This design comes from an exercise in tuning for small area and a short achievable clock period on the open sky130 flow, not from production work.
Only simulation tests tie the RTL to the original design; equivalence was not proved.
The clock port is modelled as an ideal driver; clocking choices that lean on that would not hold on a real chip.
Power and IR drop assume default switching activity.

--- design/flow/config.mk ---
export PLATFORM = sky130hd
export DESIGN_NAME = sincos
export DESIGN_NICKNAME = sincos
export VERILOG_FILES = /design/flow/design.v
export SDC_FILE = /design/flow/constraint.sdc
export NUM_CORES = 4
export LEC_CHECK = 0
export ABC_AREA = 1
export CAP_MARGIN = 20
export CORE_MARGIN = 2
export CORE_UTILIZATION = 40
export SETUP_SLACK_MARGIN = 2.45
export SLEW_MARGIN = 20
--- design/flow/constraint.sdc ---
create_clock -name core_clock -period 4.0 [get_ports {clk}]
set_input_delay 0.8000 -clock core_clock [delete_from_list [all_inputs] [get_ports {clk}]]
set_output_delay 0.8000 -clock core_clock [all_outputs]
set_load 0.01 [all_outputs]
--- design/flow/design.v ---
module sincos (
    input wire clk,
    input wire rst,
    input wire [7:0] theta,
    output reg [7:0] sine,
    output reg [7:0] cosine,
    output reg done
);
    reg [7:0] t [0:6];
    reg [7:0] t8;
    integer i;
    always @(posedge clk) begin
        t[0] <= theta;
        for (i = 1; i < 7; i = i + 1) t[i] <= t[i-1];
        t8 <= t[6] ^ {1'b0, t[6][7:1]};
    end
    wire a_n25, a_n26, a_n27, a_n28, a_n29, a_n30, a_n31, a_n32, a_n33, a_n34;
    wire a_n35, a_s6, a_n37, a_n38, a_n39, a_n40, a_n41, a_n42, a_n43, a_n44;
    wire a_n45, a_s5, a_n47, a_n48, a_n49, a_n50, a_n51, a_n52, a_n53, a_n54;
    wire a_n55, a_n56, a_n57, a_n58, a_n59, a_n60, a_n61, a_n62, a_n63, a_n64;
    wire a_n65, a_n66, a_n67, a_n68, a_n69, a_n70, a_n71, a_n72, a_n73, a_n74;
    wire a_n75, a_n76, a_n77, a_n78, a_n79, a_n80, a_n81, a_n82, a_n83, a_n84;
    wire a_n85, a_n86, a_n87, a_n88, a_n89, a_n90, a_n91, a_n92, a_n93, a_n94;
    wire a_n95, a_n96, a_n97, a_n98, a_n99, a_n100, a_n101, a_n102, a_n103, a_n104;
    wire a_n105, a_n106, a_n107, a_n108, a_n109, a_n110, a_n111, a_n112, a_n113, a_n114;
    wire a_n115, a_n116, a_n117, a_n118, a_n119, a_n120, a_n121, a_n122, a_n123, a_n124;
    wire a_n125, a_n126, a_n127, a_n128, a_n129, a_n130, a_n131, a_n132, a_n133, a_n134;
    wire a_n135, a_n136, a_n137, a_n138, a_n139, a_n140, a_n141, a_n142, a_n143, a_n144;
    wire a_n145, a_n146, a_n147, a_n148, a_n149, a_n150, a_n151, a_n152, a_n153, a_n154;
    wire a_n155, a_n156, a_n157, a_n158, a_n159, a_n160, a_n161, a_n162, a_n163, a_n164;
    wire a_n165, a_n166, a_s4, a_n168, a_n171, a_n172, a_n173, a_n174, a_n175, a_n179;
    wire a_n180, a_n181, a_n182, a_n183, a_n184, a_n185, a_n186, a_n187, a_n189, a_n190;
    wire a_n191, a_n192, a_n193, a_n194, a_n195, a_n196, a_n197, a_n199, a_n200, a_n201;
    wire a_n202, a_n203, a_n204, a_n205, a_n206, a_n207, a_n208, a_n210, a_n211, a_n212;
    wire a_n213, a_n214, a_n215, a_n216, a_n217, a_n218, a_n219, a_n220, a_n221, a_n222;
    wire a_n223, a_c7, a_n225, a_n226, a_n227, a_n228, a_n229, a_n230, a_n231, a_n232;
    wire a_n233, a_n234, a_n235, a_n236, a_n237, a_n238, a_n239, a_n240, a_n241, a_n242;
    wire a_n243, a_n244, a_n245, a_n248, a_n249, a_n250, a_s0, a_n252, a_n253, a_n254;
    wire a_n255, a_c5, a_n259, a_n260, a_n261, a_n262, a_n263, a_n264, a_n265, a_n266;
    wire a_c4, a_n268, a_n269, a_n270, a_n271, a_n272, a_n273, a_n274, a_n275, a_n276;
    wire a_n277, a_n278, a_c3, a_n280, a_n281, a_n282, a_n283, a_n284, a_n285, a_n286;
    wire a_n287, a_n288, a_n289, a_n290, a_n291, a_n293, a_n294, a_n295, a_n296, a_n297;
    wire a_n298, a_n299, a_n300, a_n301, a_n302, a_n303, a_n304, a_n305, a_n306, a_n307;
    wire a_n308, a_n309, a_n310, a_n311, a_n312, a_n313, a_n314, a_n315, a_n316, a_n317;
    wire a_n320, a_n321, a_n322, a_n323, a_n324, a_n325, a_n326, a_n327, a_n328, a_n329;
    wire a_n330, a_n331, a_n332, a_n333, a_n334, a_n335, a_n336, a_n337, a_n338, a_n339;
    wire a_n340, a_n341, a_n342, a_n343, a_n344, a_n345, a_n346, a_n347, a_c1, a_n349;
    wire a_n350, a_n351, a_n352, a_n353, a_n354, a_n355, a_n356;
    assign a_n25 = t8[7] & t8[6];
    assign a_n26 = ~t8[4] & ~t8[3];
    assign a_n27 = t8[5] & a_n26;
    assign a_n28 = ~t8[7] & ~t8[6];
    assign a_n29 = ~a_n27 & a_n28;
    assign a_n30 = ~a_n25 & ~a_n29;
    assign a_n31 = t8[7] & ~t8[3];
    assign a_n32 = ~t8[7] & t8[3];
    assign a_n33 = ~a_n31 & ~a_n32;
    assign a_n34 = ~t8[2] & ~a_n33;
    assign a_n35 = a_n27 & a_n34;
    assign a_s6 = a_n30 & ~a_n35;
    assign a_n37 = ~t8[6] & ~t8[5];
    assign a_n38 = t8[4] & ~t8[3];
    assign a_n39 = a_n37 & ~a_n38;
    assign a_n40 = ~a_s6 & ~a_n39;
    assign a_n41 = ~t8[6] & ~t8[2];
    assign a_n42 = ~t8[1] & ~a_n41;
    assign a_n43 = a_n38 & ~a_n42;
    assign a_n44 = a_n37 & ~a_n43;
    assign a_n45 = a_s6 & a_n44;
    assign a_s5 = a_n40 | a_n45;
    assign a_n47 = ~t8[4] & t8[1];
    assign a_n48 = ~t8[2] & ~a_n47;
    assign a_n49 = t8[5] & t8[3];
    assign a_n50 = ~a_n48 & a_n49;
    assign a_n51 = t8[6] & ~t8[5];
    assign a_n52 = t8[2] & t8[1];
    assign a_n53 = t8[4] & t8[3];
    assign a_n54 = a_n52 & a_n53;
    assign a_n55 = ~a_n51 & ~a_n54;
    assign a_n56 = ~a_n50 & a_n55;
    assign a_n57 = t8[6] & t8[4];
    assign a_n58 = t8[1] & ~t8[0];
    assign a_n59 = t8[3] & ~t8[2];
    assign a_n60 = ~a_n58 & a_n59;
    assign a_n61 = a_n57 & ~a_n60;
    assign a_n62 = a_n37 & a_n38;
    assign a_n63 = ~a_n61 & ~a_n62;
    assign a_n64 = ~a_n56 & a_n63;
    assign a_n65 = ~t8[1] & a_n57;
    assign a_n66 = ~t8[5] & ~t8[1];
    assign a_n67 = ~a_n38 & ~a_n66;
    assign a_n68 = ~a_n65 & a_n67;
    assign a_n69 = ~a_n62 & ~a_n68;
    assign a_n70 = ~t8[6] & t8[3];
    assign a_n71 = t8[3] & t8[0];
    assign a_n72 = ~a_n41 & ~a_n71;
    assign a_n73 = ~a_n70 & ~a_n72;
    assign a_n74 = ~t8[4] & ~a_n62;
    assign a_n75 = a_n73 & a_n74;
    assign a_n76 = ~a_n69 & ~a_n75;
    assign a_n77 = ~a_n64 & a_n76;
    assign a_n78 = t8[5] & ~t8[0];
    assign a_n79 = t8[7] & a_n78;
    assign a_n80 = t8[7] & t8[0];
    assign a_n81 = ~t8[2] & a_n80;
    assign a_n82 = ~a_n79 & ~a_n81;
    assign a_n83 = a_n47 & a_n82;
    assign a_n84 = t8[2] & ~a_n78;
    assign a_n85 = ~a_n70 & ~a_n84;
    assign a_n86 = ~t8[4] & ~t8[1];
    assign a_n87 = a_n80 & a_n86;
    assign a_n88 = ~a_n85 & ~a_n87;
    assign a_n89 = ~a_n83 & a_n88;
    assign a_n90 = t8[7] & ~t8[5];
    assign a_n91 = t8[0] & ~a_n70;
    assign a_n92 = a_n90 & a_n91;
    assign a_n93 = t8[7] & a_n58;
    assign a_n94 = ~t8[2] & ~a_n93;
    assign a_n95 = t8[4] & ~t8[1];
    assign a_n96 = ~a_n80 & a_n95;
    assign a_n97 = t8[7] & t8[3];
    assign a_n98 = ~a_n86 & a_n97;
    assign a_n99 = ~a_n96 & a_n98;
    assign a_n100 = ~a_n94 & ~a_n99;
    assign a_n101 = a_n92 & ~a_n100;
    assign a_n102 = a_n89 & a_n101;
    assign a_n103 = a_n77 & a_n102;
    assign a_n104 = t8[6] & t8[2];
    assign a_n105 = ~t8[1] & t8[0];
    assign a_n106 = ~a_n58 & ~a_n105;
    assign a_n107 = ~t8[5] & a_n106;
    assign a_n108 = a_n61 & ~a_n107;
    assign a_n109 = t8[6] & t8[3];
    assign a_n110 = t8[5] & a_n109;
    assign a_n111 = a_n66 & ~a_n109;
    assign a_n112 = ~a_n110 & ~a_n111;
    assign a_n113 = ~t8[1] & ~a_n70;
    assign a_n114 = ~a_n112 & ~a_n113;
    assign a_n115 = a_n108 & ~a_n114;
    assign a_n116 = a_n104 & a_n115;
    assign a_n117 = a_n89 & ~a_n100;
    assign a_n118 = a_n116 & a_n117;
    assign a_n119 = ~a_n103 & ~a_n118;
    assign a_n120 = a_n77 & a_n92;
    assign a_n121 = ~a_n116 & ~a_n117;
    assign a_n122 = ~a_n120 & a_n121;
    assign a_n123 = a_n119 & ~a_n122;
    assign a_n124 = ~t8[3] & a_n77;
    assign a_n125 = ~t8[2] & ~t8[1];
    assign a_n126 = ~a_n52 & ~a_n125;
    assign a_n127 = t8[2] & a_n71;
    assign a_n128 = ~a_n126 & ~a_n127;
    assign a_n129 = ~t8[6] & a_n128;
    assign a_n130 = t8[6] & t8[0];
    assign a_n131 = a_n31 & a_n130;
    assign a_n132 = ~a_n125 & a_n131;
    assign a_n133 = ~a_n129 & ~a_n132;
    assign a_n134 = a_n104 & a_n106;
    assign a_n135 = ~a_n38 & ~a_n41;
    assign a_n136 = ~a_n134 & ~a_n135;
    assign a_n137 = ~t8[7] & ~t8[5];
    assign a_n138 = ~a_n136 & a_n137;
    assign a_n139 = a_n133 & a_n138;
    assign a_n140 = a_n90 & a_n136;
    assign a_n141 = ~a_n133 & a_n140;
    assign a_n142 = ~a_n139 & ~a_n141;
    assign a_n143 = ~t8[3] & ~a_n57;
    assign a_n144 = ~t8[3] & t8[1];
    assign a_n145 = ~t8[5] & a_n144;
    assign a_n146 = a_n143 & a_n145;
    assign a_n147 = a_s6 & a_n146;
    assign a_n148 = t8[5] & a_n143;
    assign a_n149 = ~a_s6 & a_n148;
    assign a_n150 = ~a_n147 & ~a_n149;
    assign a_n151 = a_n142 & a_n150;
    assign a_n152 = a_n124 & a_n151;
    assign a_n153 = a_n123 & a_n152;
    assign a_n154 = ~t8[5] & ~t8[4];
    assign a_n155 = ~t8[6] & ~a_n154;
    assign a_n156 = ~a_n26 & ~a_n155;
    assign a_n157 = ~a_n33 & ~a_n156;
    assign a_n158 = ~t8[6] & t8[4];
    assign a_n159 = a_n32 & ~a_n158;
    assign a_n160 = a_n124 & ~a_n159;
    assign a_n161 = a_n151 & a_n160;
    assign a_n162 = a_n157 & ~a_n161;
    assign a_n163 = ~a_n153 & a_n162;
    assign a_n164 = ~a_n123 & a_n159;
    assign a_n165 = a_n151 & a_n156;
    assign a_n166 = ~a_n164 & a_n165;
    assign a_s4 = a_n163 | a_n166;
    assign a_n168 = t8[5] & t8[4];
    assign a_n171 = a_n142 & ~a_n164;
    assign a_n172 = a_n150 & a_n171;
    assign a_n173 = ~t8[5] & t8[4];
    assign a_n174 = t8[1] & ~a_n173;
    assign a_n175 = a_n41 & ~a_n174;
    assign a_n179 = ~a_n56 & ~a_n61;
    assign a_n180 = t8[4] & ~a_n41;
    assign a_n181 = ~a_n179 & a_n180;
    assign a_n182 = ~t8[6] & ~a_n95;
    assign a_n183 = t8[3] & t8[2];
    assign a_n184 = ~t8[7] & ~a_n183;
    assign a_n185 = a_n182 & ~a_n184;
    assign a_n186 = a_n175 & a_n185;
    assign a_n187 = ~a_n181 & ~a_n186;
    assign a_n189 = t8[7] & ~a_n175;
    assign a_n190 = t8[2] & ~a_n168;
    assign a_n191 = a_n155 & a_n190;
    assign a_n192 = ~a_n189 & ~a_n191;
    assign a_n193 = ~a_n181 & ~a_n192;
    assign a_n194 = ~a_n77 & a_n193;
    assign a_n195 = ~t8[7] & ~a_n191;
    assign a_n196 = a_n77 & a_n195;
    assign a_n197 = ~a_n194 & ~a_n196;
    assign a_n199 = ~t8[3] & ~t8[2];
    assign a_n200 = ~t8[6] & t8[5];
    assign a_n201 = ~a_n199 & a_n200;
    assign a_n202 = a_n95 & ~a_n201;
    assign a_n203 = ~a_n95 & a_n201;
    assign a_n204 = ~a_n202 & ~a_n203;
    assign a_n205 = ~t8[5] & a_n133;
    assign a_n206 = ~t8[4] & ~a_n34;
    assign a_n207 = ~a_n205 & ~a_n206;
    assign a_n208 = a_n204 & a_n207;
    assign a_n210 = t8[6] & ~a_n108;
    assign a_n211 = ~a_n114 & ~a_n210;
    assign a_n212 = ~a_n154 & a_n199;
    assign a_n213 = ~a_n211 & ~a_n212;
    assign a_n214 = ~t8[4] & ~t8[2];
    assign a_n215 = a_n211 & a_n214;
    assign a_n216 = ~a_n213 & ~a_n215;
    assign a_n217 = ~t8[5] & a_n179;
    assign a_n218 = ~t8[0] & a_n217;
    assign a_n219 = ~t8[4] & a_n73;
    assign a_n220 = ~a_n179 & ~a_n219;
    assign a_n221 = a_n59 & a_n220;
    assign a_n222 = ~a_n218 & ~a_n221;
    assign a_n223 = a_n38 & a_n94;
    assign a_c7 = a_n51 & ~a_n223;
    assign a_n225 = t8[7] & t8[1];
    assign a_n226 = a_c7 & ~a_n225;
    assign a_n227 = t8[4] & t8[2];
    assign a_n228 = t8[6] & ~a_n95;
    assign a_n229 = ~a_n227 & ~a_n228;
    assign a_n230 = t8[5] & ~a_n97;
    assign a_n231 = ~a_n229 & a_n230;
    assign a_n232 = t8[3] & a_n57;
    assign a_n233 = ~a_n154 & ~a_n232;
    assign a_n234 = ~a_n231 & a_n233;
    assign a_n235 = ~a_n226 & a_n234;
    assign a_n236 = a_n222 & a_n235;
    assign a_n237 = a_n90 & ~a_n236;
    assign a_n238 = a_n216 & ~a_n237;
    assign a_n239 = t8[7] & ~a_n216;
    assign a_n240 = ~a_n175 & ~a_n239;
    assign a_n241 = ~a_n236 & ~a_n240;
    assign a_n242 = ~a_n238 & ~a_n241;
    assign a_n243 = ~a_n154 & ~a_n168;
    assign a_n244 = ~a_n185 & ~a_n243;
    assign a_n245 = a_n207 & ~a_n244;
    assign a_n248 = t8[6] & a_n168;
    assign a_n249 = ~a_n110 & ~a_n248;
    assign a_n250 = ~t8[7] & ~a_n249;
    assign a_s0 = ~a_n236 & ~a_n250;
    assign a_n252 = a_n100 & ~a_n168;
    assign a_n253 = ~a_n38 & ~a_n110;
    assign a_n254 = ~a_n100 & a_n253;
    assign a_n255 = ~a_n252 & ~a_n254;
    assign a_c5 = ~a_n37 & ~a_n255;
    assign a_n259 = ~a_n51 & ~a_n200;
    assign a_n260 = a_n123 & a_n259;
    assign a_n261 = t8[6] & ~t8[4];
    assign a_n262 = t8[5] & a_n261;
    assign a_n263 = ~a_n158 & ~a_n262;
    assign a_n264 = a_n100 & ~a_n263;
    assign a_n265 = a_n212 & ~a_n252;
    assign a_n266 = ~a_n264 & ~a_n265;
    assign a_c4 = ~a_n260 & a_n266;
    assign a_n268 = ~t8[0] & ~a_n47;
    assign a_n269 = ~t8[7] & a_n268;
    assign a_n270 = a_n261 & ~a_n269;
    assign a_n271 = ~t8[7] & t8[6];
    assign a_n272 = a_n144 & a_n271;
    assign a_n273 = ~a_n26 & ~a_n272;
    assign a_n274 = ~a_n270 & a_n273;
    assign a_n275 = t8[5] & ~a_n100;
    assign a_n276 = ~a_n274 & a_n275;
    assign a_n277 = a_n100 & a_n173;
    assign a_n278 = ~a_n276 & ~a_n277;
    assign a_c3 = a_n123 | ~a_n278;
    assign a_n280 = ~a_n116 & ~a_n120;
    assign a_n281 = ~a_n154 & ~a_n227;
    assign a_n282 = a_n222 & a_n281;
    assign a_n283 = a_n280 & ~a_n282;
    assign a_n284 = a_n171 & a_n283;
    assign a_n285 = ~a_n81 & ~a_n96;
    assign a_n286 = t8[5] & t8[2];
    assign a_n287 = ~a_n47 & a_n286;
    assign a_n288 = a_n25 & ~a_n287;
    assign a_n289 = ~a_n28 & a_n154;
    assign a_n290 = ~a_n288 & ~a_n289;
    assign a_n291 = a_n285 & ~a_n290;
    assign a_n293 = ~a_n86 & ~a_n199;
    assign a_n294 = a_n200 & ~a_n293;
    assign a_n295 = ~a_n248 & ~a_n294;
    assign a_n296 = ~a_n285 & ~a_n295;
    assign a_n297 = ~a_n77 & a_n234;
    assign a_n298 = ~t8[7] & ~a_n205;
    assign a_n299 = a_n297 & a_n298;
    assign a_n300 = ~a_n296 & ~a_n299;
    assign a_n301 = ~t8[7] & t8[2];
    assign a_n302 = a_n216 & ~a_n301;
    assign a_n303 = ~a_n271 & ~a_n302;
    assign a_n304 = t8[2] & t8[0];
    assign a_n305 = a_n297 & a_n304;
    assign a_n306 = ~a_n183 & ~a_n199;
    assign a_n307 = t8[6] & ~a_n306;
    assign a_n308 = ~a_n204 & a_n268;
    assign a_n309 = ~t8[7] & ~a_n248;
    assign a_n310 = a_n91 & a_n154;
    assign a_n311 = ~a_n309 & ~a_n310;
    assign a_n312 = ~a_n308 & a_n311;
    assign a_n313 = ~a_n307 & ~a_n312;
    assign a_n314 = ~a_n305 & ~a_n313;
    assign a_n315 = ~a_n303 & ~a_n314;
    assign a_n316 = t8[3] & a_n260;
    assign a_n317 = ~a_n315 & ~a_n316;
    assign a_n320 = ~a_n77 & ~a_n112;
    assign a_n321 = ~t8[3] & ~a_n47;
    assign a_n322 = a_n41 & a_n321;
    assign a_n323 = t8[6] & t8[1];
    assign a_n324 = ~a_n227 & a_n323;
    assign a_n325 = ~a_n322 & ~a_n324;
    assign a_n326 = t8[0] & ~a_n325;
    assign a_n327 = ~t8[0] & a_n325;
    assign a_n328 = ~a_n326 & ~a_n327;
    assign a_n329 = ~a_n320 & ~a_n328;
    assign a_n330 = a_n320 & a_n328;
    assign a_n331 = ~a_n329 & ~a_n330;
    assign a_n332 = t8[7] & ~a_n217;
    assign a_n333 = a_n331 & a_n332;
    assign a_n334 = a_n104 & a_n144;
    assign a_n335 = a_n109 & a_n126;
    assign a_n336 = ~a_n334 & ~a_n335;
    assign a_n337 = ~t8[2] & a_n47;
    assign a_n338 = t8[5] & ~a_n337;
    assign a_n339 = a_n155 & ~a_n338;
    assign a_n340 = a_n336 & ~a_n339;
    assign a_n341 = a_n200 & a_n321;
    assign a_n342 = a_n125 & ~a_n168;
    assign a_n343 = ~a_n341 & ~a_n342;
    assign a_n344 = ~a_n73 & ~a_n343;
    assign a_n345 = a_n340 & ~a_n344;
    assign a_n346 = ~a_n217 & a_n345;
    assign a_n347 = ~t8[7] & ~a_n346;
    assign a_c1 = a_n333 | a_n347;
    assign a_n349 = ~t8[6] & ~a_n282;
    assign a_n350 = a_n222 & a_n262;
    assign a_n351 = ~a_n349 & ~a_n350;
    assign a_n352 = ~t8[3] & a_n191;
    assign a_n353 = t8[7] & ~a_n352;
    assign a_n354 = a_n351 & a_n353;
    assign a_n355 = ~a_n97 & ~a_n189;
    assign a_n356 = ~a_n351 & a_n355;
    reg k_t7, k_t6, k_s6, k_s5, k_s4, k_n168, k_n172, k_n175, k_n187, k_n197, k_n208, k_c7, k_n242, k_n245, k_s0, k_c5, k_c4, k_c3, k_n284, k_n291, k_n300, k_n317, k_c1, k_n354, k_n356;
    always @(posedge clk) begin
        k_t7 <= t8[7];
        k_t6 <= t8[6];
        k_s6 <= a_s6;
        k_s5 <= a_s5;
        k_s4 <= a_s4;
        k_n168 <= a_n168;
        k_n172 <= a_n172;
        k_n175 <= a_n175;
        k_n187 <= a_n187;
        k_n197 <= a_n197;
        k_n208 <= a_n208;
        k_c7 <= a_c7;
        k_n242 <= a_n242;
        k_n245 <= a_n245;
        k_s0 <= a_s0;
        k_c5 <= a_c5;
        k_c4 <= a_c4;
        k_c3 <= a_c3;
        k_n284 <= a_n284;
        k_n291 <= a_n291;
        k_n300 <= a_n300;
        k_n317 <= a_n317;
        k_c1 <= a_c1;
        k_n354 <= a_n354;
        k_n356 <= a_n356;
    end
    wire [7:0] s_n, c_n;
    wire b_n169, b_n170, b_n176, b_n177, b_n188, b_n209, b_n246, b_n257, b_n292, b_n318;
    assign b_n169 = k_t7 & k_n168;
    assign b_n170 = ~k_s4 & b_n169;
    assign b_n176 = k_t7 & k_n175;
    assign b_n177 = k_n172 & ~b_n176;
    assign s_n[3] = b_n170 | ~b_n177;
    assign b_n188 = ~k_n172 & ~k_n187;
    assign s_n[2] = b_n188 | ~k_n197;
    assign b_n209 = ~k_s4 & k_n208;
    assign b_n246 = ~k_n242 & ~k_n245;
    assign s_n[1] = b_n209 | ~b_n246;
    assign b_n257 = ~k_t6 & ~k_c5;
    assign c_n[6] = k_c7 | b_n257;
    assign b_n292 = ~k_n284 & k_n291;
    assign b_n318 = k_n300 & k_n317;
    assign c_n[2] = b_n292 | ~b_n318;
    assign c_n[0] = ~k_n354 & ~k_n356;
    assign s_n[7] = k_t7;
    assign s_n[6] = k_s6;
    assign s_n[5] = k_s5;
    assign s_n[4] = k_s4;
    assign s_n[0] = k_s0;
    assign c_n[7] = k_c7;
    assign c_n[5] = k_c5;
    assign c_n[4] = k_c4;
    assign c_n[3] = k_c3;
    assign c_n[1] = k_c1;
    always @(posedge clk) begin
        sine <= s_n;
        cosine <= c_n;
    end
    reg [2:0] cnt;
    reg full;
    always @(posedge clk or posedge rst) begin
        if (rst) begin
            cnt <= 3'd0;
            full <= 1'b0;
            done <= 1'b0;
        end else begin
            cnt <= cnt + 3'd1;
            full <= full | (&cnt);
            done <= full;
        end
    end
endmodule
--- design/flow/flow/run.sh ---
#!/bin/bash
# Own layout flow: the standard ORFS flow (standard.sh, with its unchanged synthesis) and
# these changes to how the layout is made:
#  - port buffers are sky130_fd_sc_hd__buf_2 instead of the delay cell buffer_ports picks;
#  - repair may change a cell's footprint (MATCH_CELL_FOOTPRINT=0);
#  - the clock is distributed by flow/clock_tree.tcl (run as the CTS step's pre-hook): the
#    clock port drives 3 clkbuf_16, one per cluster of nearby flip-flops, so those registers
#    see one buffer level; the 4th branch feeds the registers in the middle of the result
#    table (k_*, register-to-register paths only, no port paths) through one delay cell and a
#    clkbuf_16, which moves time from the short stage after them to the long stage before
#    them. TritonCTS then finds the clock already buffered and leaves it.
# Each tool's full output stays in orfs/logs/ (ORFS writes one log per step); make's own
# output goes to flow_make.log.
set -euo pipefail
cd "$(dirname "$0")/.."
bash standard.sh \
  BUFFER_PORTS_ARGS="-buffer_cell sky130_fd_sc_hd__buf_2" \
  MATCH_CELL_FOOTPRINT=0 \
  PRE_CTS_TCL="$PWD/flow/clock_tree.tcl" \
  CLK_SKEW_PATTERN='k_*' \
  CLK_SKEW_CELL=sky130_fd_sc_hd__clkdlybuf4s50_1 \
  finish > flow_make.log 2>&1
--- design/flow/flow/clock_tree.tcl ---
# Clock distribution made here instead of TritonCTS's H-tree: the clock port drives
# CLK_TREE_K clock buffers, each placed at the centre of a cluster of nearby flip-flops and
# driving that cluster's clock pins. One level of buffering gives every register the same
# kind of clock path (a balanced tree with a single buffer level).
set k_want [expr {[info exists ::env(CLK_TREE_K)] ? $::env(CLK_TREE_K) : 4}]
set bufname [expr {[info exists ::env(CLK_TREE_BUF)] ? $::env(CLK_TREE_BUF) : "sky130_fd_sc_hd__clkbuf_16"}]
set block [ord::get_db_block]
set db [ord::get_db]
set clk_port [lindex [sta::find_clocks_matching * 0 0] 0]
set clknet ""
foreach bt [$block getBTerms] {
  if {[$bt getName] eq "clk"} { set clknet [$bt getNet] }
}
set master [$db findMaster $bufname]
set skew_pat [expr {[info exists ::env(CLK_SKEW_PATTERN)] ? $::env(CLK_SKEW_PATTERN) : ""}]
set skew_cell [expr {[info exists ::env(CLK_SKEW_CELL)] ? $::env(CLK_SKEW_CELL) : ""}]
set sinks {}; set late {}
foreach it [$clknet getITerms] {
  if {$skew_pat ne "" && [string match $skew_pat [[$it getInst] getName]]} { lappend late $it } else { lappend sinks $it }
}
if {[llength $late] > 0} { incr k_want -1 }
set n [llength $sinks]
puts "clock_tree: $n sinks, $k_want buffers of $bufname"
# coordinates
set xs {}; set ys {}
foreach it $sinks {
  set b [[$it getInst] getBBox]
  lappend xs [expr {([$b xMin] + [$b xMax]) / 2.0}]
  lappend ys [expr {([$b yMin] + [$b yMax]) / 2.0}]
}
# k-means, seeded by sorting along x then y (deterministic)
set order [lsort -integer -indices [lmap x $xs {expr {int($x)}}]]
set cx {}; set cy {}
for {set k 0} {$k < $k_want} {incr k} {
  set i [lindex $order [expr {int(($k + 0.5) * $n / $k_want)}]]
  lappend cx [lindex $xs $i]; lappend cy [lindex $ys $i]
}
set cap [expr {int(ceil(double($n) / $k_want)) + 2}]
for {set iter 0} {$iter < 30} {incr iter} {
  # balanced assignment: greedy by distance with a cap per cluster
  set pairs {}
  for {set i 0} {$i < $n} {incr i} {
    for {set k 0} {$k < $k_want} {incr k} {
      set d [expr {abs([lindex $xs $i] - [lindex $cx $k]) + abs([lindex $ys $i] - [lindex $cy $k])}]
      lappend pairs [list $d $i $k]
    }
  }
  set pairs [lsort -real -index 0 $pairs]
  set asg [lrepeat $n -1]; set cnt [lrepeat $k_want 0]
  foreach p $pairs {
    lassign $p d i k
    if {[lindex $asg $i] >= 0} continue
    if {[lindex $cnt $k] >= $cap} continue
    lset asg $i $k; lset cnt $k [expr {[lindex $cnt $k] + 1}]
  }
  set sx [lrepeat $k_want 0.0]; set sy [lrepeat $k_want 0.0]
  for {set i 0} {$i < $n} {incr i} {
    set k [lindex $asg $i]
    lset sx $k [expr {[lindex $sx $k] + [lindex $xs $i]}]
    lset sy $k [expr {[lindex $sy $k] + [lindex $ys $i]}]
  }
  for {set k 0} {$k < $k_want} {incr k} {
    if {[lindex $cnt $k] > 0} {
      lset cx $k [expr {[lindex $sx $k] / [lindex $cnt $k]}]
      lset cy $k [expr {[lindex $sy $k] / [lindex $cnt $k]}]
    }
  }
}
for {set k 0} {$k < $k_want} {incr k} {
  set inst [odb::dbInst_create $block $master "clkbuf_root_$k"]
  set net [odb::dbNet_create $block "clknet_root_$k"]
  $net setSigType CLOCK
  [$inst findITerm A] connect $clknet
  [$inst findITerm X] connect $net
  set w [[$inst getMaster] getWidth]; set h [[$inst getMaster] getHeight]
  $inst setLocation [expr {int([lindex $cx $k] - $w / 2)}] [expr {int([lindex $cy $k] - $h / 2)}]
  $inst setPlacementStatus PLACED
  $inst setSourceType TIMING
  puts "clock_tree: buffer $k at ([expr {int([lindex $cx $k])}], [expr {int([lindex $cy $k])}]) drives [lindex $cnt $k] sinks"
}
for {set i 0} {$i < $n} {incr i} {
  set it [lindex $sinks $i]
  set k [lindex $asg $i]
  $it disconnect
  $it connect [$block findNet "clknet_root_$k"]
}
if {[llength $late] > 0} {
  # the pipeline's middle register: its clock passes one delay cell more, which moves time
  # from the stage after it to the stage before it (both are register-to-register paths)
  set lx 0.0; set ly 0.0
  foreach it $late {
    set b [[$it getInst] getBBox]
    set lx [expr {$lx + ([$b xMin] + [$b xMax]) / 2.0}]; set ly [expr {$ly + ([$b yMin] + [$b yMax]) / 2.0}]
  }
  set lx [expr {int($lx / [llength $late])}]; set ly [expr {int($ly / [llength $late])}]
  set dly [odb::dbInst_create $block [$db findMaster $skew_cell] "clkdly_late"]
  set dnet [odb::dbNet_create $block "clknet_late_d"]
  $dnet setSigType CLOCK
  [$dly findITerm A] connect $clknet
  [$dly findITerm X] connect $dnet
  $dly setLocation [expr {$lx - 2000}] $ly; $dly setPlacementStatus PLACED; $dly setSourceType TIMING
  set lb [odb::dbInst_create $block $master "clkbuf_late"]
  set lnet [odb::dbNet_create $block "clknet_late"]
  $lnet setSigType CLOCK
  [$lb findITerm A] connect $dnet
  [$lb findITerm X] connect $lnet
  $lb setLocation $lx $ly; $lb setPlacementStatus PLACED; $lb setSourceType TIMING
  foreach it $late { $it disconnect; $it connect $lnet }
  puts "clock_tree: [llength $late] sinks matching $skew_pat behind $skew_cell"
}
$clknet setSigType CLOCK
global_connect
set_propagated_clock [all_clocks]
--- design/flow/standard.sh ---
#!/bin/bash
# synth_recipe.tcl (not shown) runs the flow's synth.tcl, then flattens the netlist and writes it again
# the make line also repeats each setting of config.mk as NAME=value (left out here)
make -C /OpenROAD-flow-scripts/flow DESIGN_CONFIG=/design/flow/config.mk WORK_HOME=/design/flow/orfs CLKGATE_MAP_FILE= SYNTH_SCRIPT=/design/flow/synth_recipe.tcl "${@:-finish}"
==> results.yml <==
final_layout:
  fin_nets: 489
  fillCellCount: 978
  final-seq-area_um2: 2250
  design_area_um2: 4410
  diodes: 0
  multi_input_area_um2: 1470
  area_growth_pct: 12.5
  drive_above_1_share_pct: 19.3
  final_util_pct: 45.8
timing:
  hold_viol_final: 0
  max_freq_ghz: 0.679
  relSlewSlack_pct: 73.3
  rsz0062_at_grt: "no"
  clock_skew_ns: 0.550
  fin_setup_tns_ns: 0
  fin_ws_ns: 2.53
  timing.final.crit_share_pct: 36.8
  worst_pin_slew_ns: 0.401
  finalWorstPathRequiredPeriod_ns: 1.47
  slew_violations: 0
  setup_violations: 0
detailed_routing:
  drt-initial-drc-count: 177
  wl_per_cell_um: 15.0
  num_vias: 2894
  ant_nets: 0
  drt-total-wl_um: 8920
  drcViolationCount: 0
  firstDrtPassIters: 7
  drt-vias-per-instance: 4.88
synthesis:
  syn_inst: 428
  yosys_warnings: 2
  synth_most_common_cell: "dfxtp_1"
  synthesis.nets: 455
  synth.top_cell.area_share_pct: 53.6
  ys_ff_latch: 110
  synth_edf_count: 0
  ys_top_cells_by_count: "dfxtp_1, nand2_1, inv_1"
  yosysTopAreaCell: "dfxtp_1"
  synth_ff_type: "dfxtp_1"
  synth_area_um2: 3920
  async_flop_share_pct: 4.55
  synth.avg_cell_area_um2: 9.16
  synth.area.top_cells: "dfxtp_1, nand2_1, ha_1, inv_1, nand3_1"
  synth_cell_types: 36
  synth-seq-area-share_pct: 56.8
placement:
  placed_area_um2: 4200
  dpl_worst_slack_ns: 1.63
  dp_hpwl_um: 6460
  port_buffers: 26
  routabilityCongestion: 0.971
floorplanning:
  die_area_um2: 10600
  num_rows: 36
  core-area_um2: 9640
  die_x_um: 103
  dieHeight_um: 103
  pin_count: 27
  initial_core_util_pct: 40.7
setup_path:
  crit_slowest_cell: "dfrtp_1"
  cp-end-kind: "primary output"
  slowest_delay_ns: 0.37
  path_delay_family: "flip-flops"
  required_ns: 3.20
  arrival_ns: 0.67
  path_cells: "buf_2"
  start_kind: "register"
  worstPathMaxFanout: 1
  path_buf_inv: 1
  critPathKind: "register to primary output"
power:
  ir_worst_vdd_mv: 0.479
  p_leak_uw: 0.00207
  p_per_area_nw_per_um2: 505
global_route:
  grt.overflow.total: 0
  grt_max_degree: 32
  grt_pass1_vias: 2692
  antenna_found_initial: 0
  grt_usage_pct: 17.1
  grt_first_pass_wirelength_um: 14100
job:
  maxCapViolations: 0
clock_tree:
  insertion_delay_ns: 0.70
  path_clk_slew_ns: 0.11
hold_path:
  hold_path.class: "register to register"
status:
  status: "timing/DRC/antenna clean"
[cell families after synthesis]
group,after synthesis,synth area share (%)
XOR/XNOR,10,2.23
buffers and inverters,60,6.54
AO/OA/AOI/OAI,54,8.01
adder cells (fa/ha/maj),17,5.42
flip-flops,110,56.8
AND/OR/NAND/NOR,177,21.0
[cell usage in the layout, fill, tap and decap left out, types with 5 or more instances in the layout]
master	count
buf_2	26
nor2_2	6
nor2_1	33
dfxtp_1	98
ha_1	15
inv_1	40
inv_2	8
o211ai_1	6
buf_4	7
dfrtp_1	5
nand3_1	25
nand4_1	8
nand2_1	80
xor2_1	8
nand2_2	13
a21oi_1	12
dfxtp_4	7
o21ai_0	19
[path summary, 6_finish.rpt]
path	slack, ns	cells past startpoint	start	end
worst max-delay path	2.53	1	done	done
worst min-delay path	0.08	2	t8[7]	k_c1
worst max register to register	2.62	12	t8[7]	k_s4
worst min register to register	0.08	2	t8[7]	k_c1
max in group asynchronous	3.34	2	rst	cnt[1]
min in group asynchronous	0.50	2	rst	done
[power by group]
group	total (uW)	internal [uW]	switching [uW]
Clock	474	201	273
Sequential	1290	1230	62.3
Combinational	462	166	297
Total	2230	1600	632
[per-stage QoR]
step | power (uW) | hold slack, ns | std cells
after floorplan | 1620 | 0.310 | 428
after global placement | 1770 | 0.311 | 580
after detailed placement | 1760 | 0.312 | 580
after CTS | 2240 | 0.0229 | 585
after global routing | 2370 | 0.118 | 593
final | 2230 | 0.0848 | 593
[registers in the layout, summed over array words and instances (netlist names), 3 cells and up]
name / cells
cosine: 8
t: 56
sine: 8
t8: 8
cnt: 3
[timing repair]
action                                  4_1_cts  5_1_grt
hold buffers                                  0        2
setup buffers                                 0        6
pin swaps                                     0        2
endpoints found under the setup margin       12       12
hold endpoints to repair                      0        2
gates resized for setup                       7       10
[routing by layer]
| layer | GRT usage, % | part of all wire, % |
|---|---|---|
| met1 | 22.0 | 44 |
| met2 | 29.8 | 47 |
| met3 | 1.29 | 5.1 |
| met4 | 6.78 | 4.6 |
| met5 | 0 | 0 |
[layout make-up, without the clock buffers]
type / count / share of cell area, %
repair buffers: 35 / 4.59
inverters: 52 / 4.76
well taps: 133 / 3.77
multi-input cells: 258 / 33.3
flip-flops and latches: 110 / 51.1

afterwards: timing with drivers on the ports:
In the flow no input, the clock included, has a driving cell. The finished layout below was timed again as built, in two steps. Step 1 sets driving cells, clkbuf_16 on the clock port and buf_2 on the other inputs (assumed; they add their load-dependent delay and slew). Step 2, shift: input delay + t, output delay - t, t = (earliest + latest rising clock arrival at the registers) / 2. This alone moves slack from input paths to output paths. Slacks: ideal / step 1 / step 2; pairs: ideal / step 1.
shift t [ns]: 0.494
setup slack, ns: 2.528 / 2.460 / 2.618
clock arrival spread, ns: 0.551 / 0.550
worst register clock-pin slew, ns: 0.11 / 0.11
cell pins on the clock port's net: 4
In this run the clock reaches the registers at very different times; t lies between them, and the last value is a rough guide only. For this run, drivers alone change the setup slack by -0.068 ns; drivers and shift together by +0.090 ns.
